Background: an optimization exercise with open tools, aiming at small area and a short achievable clock period. Do not read the settings as production practice.
No run shown here included a check of the RTL's function; only the layout flow was run.

`flow/config.mk`:
```
export PLATFORM = sky130hd
export DESIGN_NAME = lab4_2
export DESIGN_NICKNAME = lab4_2
export VERILOG_FILES = /design/flow/design.v
export SDC_FILE = /design/flow/constraint.sdc
export NUM_CORES = 4
export LEC_CHECK = 0
export CAP_MARGIN = 20
export CORE_MARGIN = 2
export CORE_UTILIZATION = 40
export SLEW_MARGIN = 20
```
`flow/constraint.sdc`:
```
create_clock -name core_clock -period 12.5 [get_ports {clk}]
set_input_delay 2.5000 -clock core_clock [delete_from_list [all_inputs] [get_ports {clk}]]
set_output_delay 2.5000 -clock core_clock [all_outputs]
set_load 0.01 [all_outputs]
```
`flow/run.sh`:
```
#!/bin/bash
# synth_recipe.tcl (not shown) runs the flow's synth.tcl, then flattens the netlist and writes it again
# the make line also repeats each setting of config.mk as NAME=value (left out here)
make -C /OpenROAD-flow-scripts/flow DESIGN_CONFIG=/design/flow/config.mk WORK_HOME=/design/flow/orfs CLKGATE_MAP_FILE= SYNTH_SCRIPT=/design/flow/synth_recipe.tcl finish
```
`flow/design.v`:
```
`timescale 1ns / 1ps
module lab4_2( 
              input wire      mode,
              input wire[2:0] opCode,
              input wire[3:0] value,
              input clk,
              input reset,
              output reg[9:0] result,
              output reg cacheFull,
              output reg invalidOp,
              output reg overflow);
	reg [223:0] cache;
	reg [5:0]   counter;
	reg [4:0]   PC;
	reg [3:0]   begin_PC;
	reg [9:0]   p1;           
	reg [6:0]   IR;           
	reg         last;         
	integer i, j;
	always @(posedge clk) begin
		for (i = 0; i < 32; i = i + 1)
			if (!counter[5] && counter[4:0] == i)
				cache[i*7 +: 7] <= {opCode, value};
	end
	wire [9:0] p0 = result;
	wire [2:0] op = IR[6:4];
	wire [3:0] v  = IR[3:0];
	wire [9:0] pp0 = p0 & {10{p1[0]}};
	wire [9:0] pp1 = p0 & {10{p1[1]}};
	wire [9:0] pp2 = p0 & {10{p1[2]}};
	wire [9:0] pp3 = p0 & {10{p1[3]}};
	wire [9:0] pp4 = p0 & {10{p1[4]}};
	wire [9:0] pp5 = p0 & {10{p1[5]}};
	wire [9:0] pp6 = p0 & {10{p1[6]}};
	wire [9:0] pp7 = p0 & {10{p1[7]}};
	wire [9:0] pp8 = p0 & {10{p1[8]}};
	wire [9:0] pp9 = p0 & {10{p1[9]}};
	wire t0;
	wire t1;
	wire t2;
	wire t3;
	wire t4;
	wire t5;
	wire t6;
	wire t7;
	wire t8;
	wire t9;
	wire t10;
	wire t11;
	wire t12;
	wire t13;
	wire t14;
	wire t15;
	wire t16;
	wire t17;
	wire t18;
	wire t19;
	wire t20;
	wire t21;
	wire t22;
	wire t23;
	wire t24;
	wire t25;
	wire t26;
	wire t27;
	wire t28;
	wire t29;
	wire t30;
	wire t31;
	wire t32;
	wire t33;
	wire t34;
	wire t35;
	wire t36;
	wire t37;
	wire t38;
	wire t39;
	wire t40;
	wire t41;
	wire t42;
	wire t43;
	wire t44;
	wire t45;
	wire t46;
	wire t47;
	wire t48;
	wire t49;
	wire t50;
	wire t51;
	wire t52;
	wire t53;
	wire t54;
	wire t55;
	wire t56;
	wire t57;
	wire t58;
	wire t59;
	wire t60;
	wire t61;
	assign t0 = pp0[6] ^ pp1[5];
	assign t1 = pp0[6] & pp1[5];
	assign t2 = pp0[7] ^ pp1[6] ^ pp2[5];
	assign t3 = (pp0[7] & pp1[6]) | (pp0[7] & pp2[5]) | (pp1[6] & pp2[5]);
	assign t4 = pp3[4] ^ pp4[3];
	assign t5 = pp3[4] & pp4[3];
	assign t6 = pp0[8] ^ pp1[7] ^ pp2[6];
	assign t7 = (pp0[8] & pp1[7]) | (pp0[8] & pp2[6]) | (pp1[7] & pp2[6]);
	assign t8 = pp3[5] ^ pp4[4] ^ pp5[3];
	assign t9 = (pp3[5] & pp4[4]) | (pp3[5] & pp5[3]) | (pp4[4] & pp5[3]);
	assign t10 = pp6[2] ^ pp7[1];
	assign t11 = pp6[2] & pp7[1];
	assign t12 = pp0[3] ^ pp1[2];
	assign t13 = pp0[3] & pp1[2];
	assign t14 = pp0[4] ^ pp1[3] ^ pp2[2];
	assign t15 = (pp0[4] & pp1[3]) | (pp0[4] & pp2[2]) | (pp1[3] & pp2[2]);
	assign t16 = pp0[5] ^ pp1[4] ^ pp2[3];
	assign t17 = (pp0[5] & pp1[4]) | (pp0[5] & pp2[3]) | (pp1[4] & pp2[3]);
	assign t18 = pp3[2] ^ pp4[1];
	assign t19 = pp3[2] & pp4[1];
	assign t20 = pp2[4] ^ pp3[3] ^ pp4[2];
	assign t21 = (pp2[4] & pp3[3]) | (pp2[4] & pp4[2]) | (pp3[3] & pp4[2]);
	assign t22 = pp5[1] ^ pp6[0] ^ t0;
	assign t23 = (pp5[1] & pp6[0]) | (pp5[1] & t0) | (pp6[0] & t0);
	assign t24 = pp5[2] ^ pp6[1] ^ pp7[0];
	assign t25 = (pp5[2] & pp6[1]) | (pp5[2] & pp7[0]) | (pp6[1] & pp7[0]);
	assign t26 = t2 ^ t4 ^ t1;
	assign t27 = (t2 & t4) | (t2 & t1) | (t4 & t1);
	assign t28 = pp8[0] ^ t6 ^ t8;
	assign t29 = (pp8[0] & t6) | (pp8[0] & t8) | (t6 & t8);
	assign t30 = t10 ^ t3 ^ t5;
	assign t31 = (t10 & t3) | (t10 & t5) | (t3 & t5);
	assign t32 = pp0[2] ^ pp1[1];
	assign t33 = pp0[2] & pp1[1];
	assign t34 = pp2[1] ^ pp3[0] ^ v[3];
	assign t35 = (pp2[1] & pp3[0]) | (pp2[1] & v[3]) | (pp3[0] & v[3]);
	assign t36 = pp3[1] ^ pp4[0] ^ t14;
	assign t37 = (pp3[1] & pp4[0]) | (pp3[1] & t14) | (pp4[0] & t14);
	assign t38 = pp5[0] ^ t16 ^ t18;
	assign t39 = (pp5[0] & t16) | (pp5[0] & t18) | (t16 & t18);
	assign t40 = t20 ^ t22 ^ t17;
	assign t41 = (t20 & t22) | (t20 & t17) | (t22 & t17);
	assign t42 = t24 ^ t26 ^ t21;
	assign t43 = (t24 & t26) | (t24 & t21) | (t26 & t21);
	assign t44 = t28 ^ t30 ^ t25;
	assign t45 = (t28 & t30) | (t28 & t25) | (t30 & t25);
	assign t46 = pp0[1] ^ pp1[0];
	assign t47 = pp0[1] & pp1[0];
	assign t48 = pp2[0] ^ v[2] ^ t32;
	assign t49 = (pp2[0] & v[2]) | (pp2[0] & t32) | (v[2] & t32);
	assign t50 = t12 ^ t34 ^ t33;
	assign t51 = (t12 & t34) | (t12 & t33) | (t34 & t33);
	assign t52 = t13 ^ t36 ^ t35;
	assign t53 = (t13 & t36) | (t13 & t35) | (t36 & t35);
	assign t54 = t15 ^ t38 ^ t37;
	assign t55 = (t15 & t38) | (t15 & t37) | (t38 & t37);
	assign t56 = t19 ^ t40 ^ t39;
	assign t57 = (t19 & t40) | (t19 & t39) | (t40 & t39);
	assign t58 = t23 ^ t42 ^ t41;
	assign t59 = (t23 & t42) | (t23 & t41) | (t42 & t41);
	assign t60 = t27 ^ t44 ^ t43;
	assign t61 = (t27 & t44) | (t27 & t43) | (t44 & t43);
	wire [8:0] ra = {t60, t58, t56, t54, t52, t50, t48, v[1], pp0[0]};
	wire [8:0] rb = {t59, t57, t55, t53, t51, t49, t47, t46, v[0]};
	wire [9:0] lo = ra + rb;
	wire [17-1:0] c9 = {pp0[9], pp1[8], pp2[7], pp3[6], pp4[5], pp5[4], pp6[3], pp7[2], pp8[1], pp9[0], t7, t9, t11, t29, t31, t45, t61};
	reg par9, any9, two9;
	always @* begin
		par9 = 1'b0; any9 = 1'b0; two9 = 1'b0;
		for (i = 0; i < 17; i = i + 1) begin
			par9 = par9 ^ c9[i];
			two9 = two9 | (any9 & c9[i]);
			any9 = any9 | c9[i];
		end
	end
	reg hi;
	always @* begin
		hi = 1'b0;
		for (i = 1; i < 10; i = i + 1)
			for (j = 10 - i; j < 10; j = j + 1)
				hi = hi | (p0[i] & p1[j]);
	end
	wire [9:0] mul_n   = {par9 ^ lo[9], lo[8:0]};
	wire       mul_ovf = hi | two9 | (any9 & lo[9]);
	wire [11:0] sum = p0 + (op[0] ? p1 : 10'd0) + v;
	reg [3:0] pop;
	always @* begin
		pop = 0;
		for (i = 0; i < 10; i = i + 1) pop = pop + p0[i];
	end
	wire [9:0] rev = {p0[0], p0[1], p0[2], p0[3], p0[4], p0[5], p0[6], p0[7], p0[8], p0[9]};
	reg [9:0] n;
	reg       ovf;
	always @* begin
		case (op)
			3'd2:       begin n = mul_n;       ovf = mul_ovf; end
			3'd0, 3'd1: begin n = sum[9:0];    ovf = |sum[11:10]; end
			3'd4:       begin n = {6'd0, pop}; ovf = 1'b0; end
			3'd5:       begin n = rev;         ovf = 1'b0; end
			default:    begin n = p0;          ovf = 1'b0; end
		endcase
	end
	wire       is6    = op[2] & op[1];
	wire [3:0] nbegin = is6 ? v : begin_PC;
	wire [4:0] pc1    = PC + 1'b1;
	wire [4:0] npc    = last ? {1'b0, nbegin} : pc1;
	wire       nvalid = ~last | ({2'b0, nbegin} < counter);
	wire [6:0] nent   = cache[npc*7 +: 7];
	always @(posedge clk or posedge reset) begin
		if (reset) begin
			result    <= 0;
			cacheFull <= 0;
			invalidOp <= 0;
			overflow  <= 0;
			counter   <= 0;
			PC        <= 0;
			begin_PC  <= 0;
			p1        <= 0;
			IR        <= 0;
			last      <= 1'b1;
		end else if (mode) begin
			result   <= n;
			overflow <= ovf;
			p1       <= p0;
			begin_PC <= nbegin;
			PC       <= npc;
			IR       <= nvalid ? nent : 7'd0;
			last     <= ({1'b0, npc} + 1'b1) >= counter;
		end else if (opCode[1:0] == 2'b11) begin
			invalidOp <= 1'b1;
		end else begin
			invalidOp <= 1'b0;
			if (counter[5]) cacheFull <= 1'b1;
			else begin
				counter <= counter + 1'b1;
				last    <= {1'b0, PC} >= counter;
				if ({1'b0, PC} == counter) IR <= {opCode, value};
			end
		end
	end
endmodule
```
==> out/metrics.cfg, run 1 <==
[run_status]
status=timing/DRC/antenna clean

[sta]
layout_setup_ws_ns=7.41
hold_viol=0
period_share_pct=40.7
drv_slew=0
setup_viol=0
period_minus_slack_ns=5.09
worstMarginPinSlew_ns=1.04
rsz0062_at_grt=no
relSlewSlack_pct=28.7
fmax_ghz=0.197
fin_skew_ns=0.0162
fin_tns_setup_ns=0

[critical_path]
worstPathArrival_ns=5.49
r2r-start=result[3]$_DFFE_PP0P_
start_kind=flop
setup.worst_path.start=result[3]$_DFFE_PP0P_
cpMaxStageDelayCell=dfrtp_1
path_class=reg -> reg
endpoint_kind=flop
crit_top_cell=fa_1
max_stage_delay_ns=0.57
crit_buf_inv=2
worstPathMaxFanout=15
crit_family=adder cells
worstPathCellList=and2_1, fa_1, fa_1, inv_1, fa_1, fa_1, inv_1, ha_1, and3_1, a311oi_1, xnor3_1, a2111oi_0, a21oi_1
critPathRequiredTime_ns=12.91

[floorplan]
ios=23
num_rows=69
core-area_um2=35400
dieHeight_um=193
die_w_um=193
start_util_pct=40.4
dieArea_um2=37200

[clock_tree]
root_buffer=clkbuf_16
clk_pin_slew_worst_paths_ns=0.06
clk_path_buf_depth=3
worstSkewPairLatency_ns=0.55
cts_tree=built
cts_hold_buf=0
cts_resized=0
htree_levels=1
post_cts.repair.setup_buffers=0
cts.sinks=270
cts_buffers=28

[layout]
antennaDiodeCount=0
multi_input_area_um2=5880
seq_area_um2=7880
fin_cells=1728
fillCellCount=3218
layout-drive-gt1-share_pct=8.29
nets=1348
final_area_um2=15800
syn_to_final_growth_pct=10.8

[synthesis]
post_synth_num_cell_types=61
synth_warnings=1
async_reset_ff_share_pct=17.0
synthCells=1247
syn_nets=1350
syn_area_um2=14300
ys_seq_area_share_pct=55.2
ys_seq_elements=270
synth_area_per_cell_um2=11.5
ys.flop_type=edfxtp_1
synth_edf_count=224

[global_route]
grt_usage_pct=19.5
grt_pass1_vias=9480
grt_start_max_net_pins=65
overflow=0
grt_pass1_wl_um=55700
antenna_found_initial=0

[placed_design]
dp_cells=1676
gp_congestion=0.809
placed_cell_area_um2=14900
pre_cts_slack_ns=7.47
port-buffer-count=22
dp.final_hpwl_um=22900

[route]
vias=9605
viasPerCell=5.56
ant_nets=0
routed_wl_um=35400
first_pass_iters=5
drtIter0Drc=713
drc=0
wire_per_inst_um=20.5

[min_path]
hp-start=cacheFull$_DFFE_PP0P_
min_path_type=reg -> reg

[job]
cap_violations=0

==> worst paths after layout <==
kind / endpoint / slack (ns) / cells past startpoint
max reg2reg: result[9]$_DFFE_PP0P_ / 7.41 / 13
max: result[9]$_DFFE_PP0P_ / 7.41 / 13
max in group asynchronous: result[4]$_DFFE_PP0P_ / 9.56 / 2
min reg2reg: cacheFull$_DFFE_PP0P_ / 0.47 / 1
min: cacheFull$_DFFE_PP0P_ / 0.47 / 1
min in group asynchronous: result[8]$_DFFE_PP0P_ / 2.42 / 2
==> metal layers <==
metal	track usage (%)	wire, µm
met4	5.68	952
met3	1.99	1640
met2	32.4	17000
met1	27.2	15800
met5	0	0
==> worst register-to-register path, cell delays in order, from the launching register on <==
cell,delay [ns]
dfrtp_1,0.57
and2_1,0.27
fa_1,0.51
fa_1,0.56
inv_1,0.05
fa_1,0.45
fa_1,0.51
inv_1,0.04
ha_1,0.34
and3_1,0.20
a311oi_1,0.47
xnor3_1,0.50
a2111oi_0,0.41
a21oi_1,0.08
==> final cells by class <==
cell class              instances  area share (%)
multi-input cells             848            37.2
repair buffers                 40            2.25
flip-flops and latches        270            49.8
clock buffers                  32            4.66
clock inverters                20            1.11
inverters                      57            1.38
well taps                     461            3.65
==> Yosys cell counts (all sizes together), types with 5 or more instances <==
cell	instances	share of area, %
ha	56	4.9
o2111ai	14	0.86
a31o	14	0.86
nand3	55	1.9
clkbuf	43	1.1
xor2	12	0.74
nor3	12	0.42
a31oi	7	0.31
a221o	6	0.42
a311oi	13	0.80
a2111oi	9	0.68
buf	29	1.1
mux4	6	0.95
a21o	12	0.63
fa	37	5.2
mux2	15	1.2
mux2i	13	0.91
a211oi	11	0.58
xnor2	22	1.3
nor2	67	1.8
and3	32	1.4
nand4	25	1.1
o21ai	29	1.0
o31ai	7	0.37
a21oi	52	1.8
dfrtp	45	7.9
inv	57	1.5
edfxtp	224	47
and2	48	2.1
o211ai	7	0.37
nor2b	5	0.22
nand2	222	5.8
nor3b	6	0.32
==> registers in the layout (all words and copies together), names as in the netlist <==
name,flops
p1,10
IR,7
last,1
begin_PC,4
counter,6
cacheFull,1
overflow,1
cache,224
result,10
invalidOp,1
PC,5
==> cells by family after synthesis <==
family | Yosys count | share of synthesized area [%]
AOI/OAI and AO/OA | 197 | 9.71
DFF | 270 | 55.2
muxes | 34 | 3.04
adders and majority gates | 95 | 10.2
buffers and inverters | 129 | 3.78
xor gates and xnor gates | 35 | 2.24
and+or+nand+nor | 487 | 15.8
==> placed cells by master, fill, tap and decap left out, types with 18 or more instances in the layout <==
cell / Yosys / layout
clkdlybuf4s50_1: 0 / 22
and3_1: 32 / 32
o21ai_0: 29 / 29
clkbuf_16: 0 / 29
buf_4: 2 / 18
a21oi_1: 52 / 52
ha_1: 56 / 56
nand2_1: 222 / 222
edfxtp_1: 224 / 224
dfrtp_1: 45 / 45
nor2_1: 67 / 67
and2_1: 48 / 48
inv_1: 56 / 55
xnor2_1: 22 / 22
fa_1: 37 / 37
nand3_1: 55 / 55
nand4_1: 25 / 25
==> through the flow <==
| stage | utilization (%) | hold WS (ns) |
|---|---|---|
| final | 44.7 | 0.466 |
| after global placement | 42.1 | 0.444 |
| after global routing | 44.7 | 0.504 |
| after detailed placement | 42.1 | 0.456 |
| after floorplan | - | 0.441 |
| after CTS | 44.7 | 0.470 |
==> inputs of run 2 (changes only) <==
==> flow/flow/run.sh (new file) <==
#!/bin/bash
set -euo pipefail
bash standard.sh SETUP_SLACK_MARGIN=8.5 finish > standard.log 2>&1
==> flow/standard.sh (new file) <==
#!/bin/bash
# synth_recipe.tcl (not shown) runs the flow's synth.tcl, then flattens the netlist and writes it again
# the make line also repeats each setting of config.mk as NAME=value (left out here)
make -C /OpenROAD-flow-scripts/flow DESIGN_CONFIG=/design/flow/config.mk WORK_HOME=/design/flow/orfs CLKGATE_MAP_FILE= SYNTH_SCRIPT=/design/flow/synth_recipe.tcl "${@:-finish}"
removed: flow/run.sh
==> run 2 against run 1 <==
  * Die area stayed put
  * Fmax is 16% higher
  * Still clean
  * Hold slack worse by 0.0044 ns
  * Synthesized cell count unchanged
  * Synthesized area unchanged
  * Critical path depth is 1 higher
  * Global-route usage grew 0.43 points
  * First-iteration DRC count shrank 4.8%
  * Design area increased by 3.5%
==> out/metrics.cfg, run 2 <==
[sta]
period_minus_slack_ns=4.40  ; -0.691 ns
setup_viol=0  ; unchanged
fin_tns_setup_ns=0  ; unchanged
whs_ns=0.462  ; -0.00440 ns
fin_skew_ns=0.0194  ; +0.00320 ns
fmax_ghz=0.227  ; +16%
drv_slew=0  ; unchanged
hold_viol=0  ; unchanged
relSlewSlack_pct=28.0  ; -0.69 points
period_share_pct=35.2  ; -5.5 points
layout_setup_ws_ns=8.10  ; +0.691 ns
rsz0062_at_grt=yes
worstMarginPinSlew_ns=1.07  ; +0.0290 ns

[critical_path]
worstPathMaxFanout=6  ; -9
r2r_cells=14  ; +1
path_class=reg -> reg
critPathRequiredTime_ns=12.91  ; about the same
endpoint_kind=flop
max_stage_delay_ns=0.51  ; -0.06 ns
worstPathCellList=and2_4, fa_1, fa_1, inv_1, fa_1, fa_2, inv_2, fa_1, xnor2_2, xnor2_1, xnor2_1, xnor3_1, a2111oi_2, a21oi_1
start_kind=flop
worstPathArrival_ns=4.80  ; -0.69 ns
cpMaxStageDelayCell=fa_1
crit_top_cell=fa_1

[global_route]
overflow=0  ; unchanged
antenna_found_initial=0  ; unchanged
grt_pass1_vias=9804  ; +3.4%
grt_start_max_net_pins=65  ; unchanged
grt_usage_pct=19.9  ; +0.43 points
grt_pass1_wl_um=56700  ; +1.8%

[placed_design]
dp_cells=1679  ; +0.18%
gp_congestion=0.836  ; +3.4%
placed_cell_area_um2=15000  ; +0.45%
pre_cts_slack_ns=7.75  ; +0.284 ns
dp.final_hpwl_um=22600  ; -1.4%
port-buffer-count=22  ; unchanged

[clock_tree]
cts_tree=built
root_buffer=clkbuf_16
clk_pin_slew_worst_paths_ns=0.06  ; about the same
clk_path_buf_depth=3  ; unchanged
cts_hold_buf=0  ; unchanged
htree_levels=1  ; unchanged
worstSkewPairLatency_ns=0.56  ; about the same
cts.sinks=270  ; unchanged
cts_buffers=28  ; unchanged

[floorplan]
die_w_um=193  ; unchanged
ios=23  ; unchanged
core-area_um2=35400  ; unchanged
num_rows=69  ; unchanged
dieHeight_um=193  ; unchanged
start_util_pct=40.4  ; unchanged
dieArea_um2=37200  ; unchanged

[synthesis]
synth_warnings=1  ; unchanged
post-synth-top-count-cell=edfxtp_1
synth_edf_count=224  ; unchanged
post_synth_num_cell_types=61  ; unchanged
synth_area_per_cell_um2=11.5  ; unchanged
synthCells=1247  ; unchanged
synthTopCellsByArea=edfxtp_1 (47%), dfrtp_1 (7.9%), nand2_1 (5.8%)
ys_seq_elements=270  ; unchanged
synth_top_cell_by_area=edfxtp_1
async_reset_ff_share_pct=17.0  ; unchanged
ys.flop_type=edfxtp_1
ys_seq_area_share_pct=55.2  ; unchanged
syn_nets=1350  ; unchanged
netlist_top_cells_count=edfxtp_1 (224), nand2_1 (222), nor2_1 (67), ha_1 (56), inv_1 (56)
syn_area_um2=14300  ; unchanged
yosys.area.top_type_share_pct=47.1  ; unchanged

[min_path]
holdPathStages=1  ; unchanged
min_path_type=reg -> reg

[route]
wire_per_inst_um=20.8  ; +1.3%
drc=0  ; unchanged
first_pass_iters=5  ; unchanged
routed_wl_um=36500  ; +3.0%
viasPerCell=5.57  ; +0.16%
vias=9782  ; +1.8%
drtIter0Drc=679  ; -4.8%
ant_nets=0  ; unchanged

[run_status]
status=timing/DRC/antenna clean

[layout]
final_area_um2=16400  ; +3.5%
fin_cells=1757  ; +1.7%
regMostFlops=cache
finish.utilization_pct=46.3  ; +1.6 points
seq_area_um2=7900  ; +0.22%
final_cell_mix=edfxtp_1 (224), nand2_1 (222), nor2_1 (65)
syn_to_final_growth_pct=14.7
fillCellCount=3162  ; -1.7%
largest_reg_flops=224  ; unchanged
antennaDiodeCount=0  ; unchanged
nets=1377  ; +2.2%
multi_input_area_um2=6040  ; +2.6%
layout_commonest_cell=edfxtp_1
layout-drive-gt1-share_pct=13.6  ; +5.3 points
reg_top3=cache x224, p1 x10, result x10

[job]
cap_violations=0  ; unchanged

==> run 2: cell count changes in the layout (fill, tap and decap cells not counted), moves of 5 or more <==
cell             change
buf_4               +20
dfrtp_1             -12
dfrtp_2             +11
clkdlybuf4s50_1      -9
dlygate4sd2_1        +7
and2_1               -5
and2_4               +5
buf_6                +5
bufinv_16            +5
==> run 2: final timing paths <==
| path | to | start | slack [ns] |
|---|---|---|---|
| max | result[9]$_DFFE_PP0P_ | p1[0]$_DFFE_PP0P_ | 8.10 |
| max reg2reg | result[9]$_DFFE_PP0P_ | p1[0]$_DFFE_PP0P_ | 8.10 |
| max in group asynchronous | result[3]$_DFFE_PP0P_ | reset | 9.44 |
| min reg2reg | cacheFull$_DFFE_PP0P_ | cacheFull$_DFFE_PP0P_ | 0.46 |
| min in group asynchronous | p1[8]$_DFFE_PP0P_ | reset | 2.42 |
| min | cacheFull$_DFFE_PP0P_ | cacheFull$_DFFE_PP0P_ | 0.46 |
==> run 2: kinds of logic after synthesis <==
family | Yosys count | share of synthesized area (%)
AOI/OAI and AO/OA | 197 | 9.71
xor gates and xnor gates | 35 | 2.24
adders and majority gates | 95 | 10.2
buffers and inverters | 129 | 3.78
DFF | 270 | 55.2
muxes | 34 | 3.04
and+or+nand+nor | 487 | 15.8
==> run 2: critical path: cells and delay by family, from the launching register on <==
family | cells | cell delay, ns
AOI/OAI and AO/OA | 2 | 0.39
buffers and inverters | 2 | 0.11
DFF | 1 | 0.45
and+or+nand+nor | 1 | 0.18
adders and majority gates | 5 | 2.26
xor gates and xnor gates | 4 | 0.85
==> run 2: per-layer routing <==
metal | GRT usage, % | vias up | routed length [µm]
li1 | - | 4561 | -
met1 | 26.9 | 4924 | 16000
met2 | 33.5 | 239 | 17800
met3 | 2.32 | 58 | 1590
met4 | 6.79 | 0 | 1030
met5 | 0 | - | 0
==> run 2: what timing repair did <==
item                                    CTS  global route
gates resized for setup                  44            18
endpoints found under the setup margin   21            15
pin swaps                                12            12
buffers inserted                         26             0
==> run 2: layout make-up <==
class                      instances  share of cell area (%)
clock buffer                      34                    4.48
inverter                          57                    1.33
multi-input combinational        848                    36.9
tap                              461                    3.52
sequential                       270                    48.2
timing repair buffer              69                    3.71
clock inverter                    18                    1.90

[static timing again, ports no longer ideal]
No port has a modelled driver above. Below, the same layouts with a new extraction and two added sets of constraints.
Step 1 assumes that a clkbuf_16 drives the clock port and a buf_2 every other input.
Step 2, shift: input delay + t, output delay - t, t = (earliest + latest rising clock arrival at the registers) / 2. This alone moves slack from input paths to output paths.
Slacks: ideal / step 1 / step 2; pairs: ideal / step 1.
| run | shift t [ns] | slack for setup (ns) | worst setup path at the end | clock arrival spread, ns | cell pins on the clock port's net |
|---|---|---|---|---|---|
| run 1 | 0.587 | 7.413 / 7.413 / 7.413 | register to register | 0.019 / 0.019 | 1 |
| run 2 | 0.601 | 8.103 / 8.103 / 8.046 | input to register | 0.020 / 0.020 | 1 |
After both steps every run listed still meets setup and hold. For run 2, which loses most, drivers alone change the setup slack by 0.000 ns; drivers and shift together by -0.057 ns.
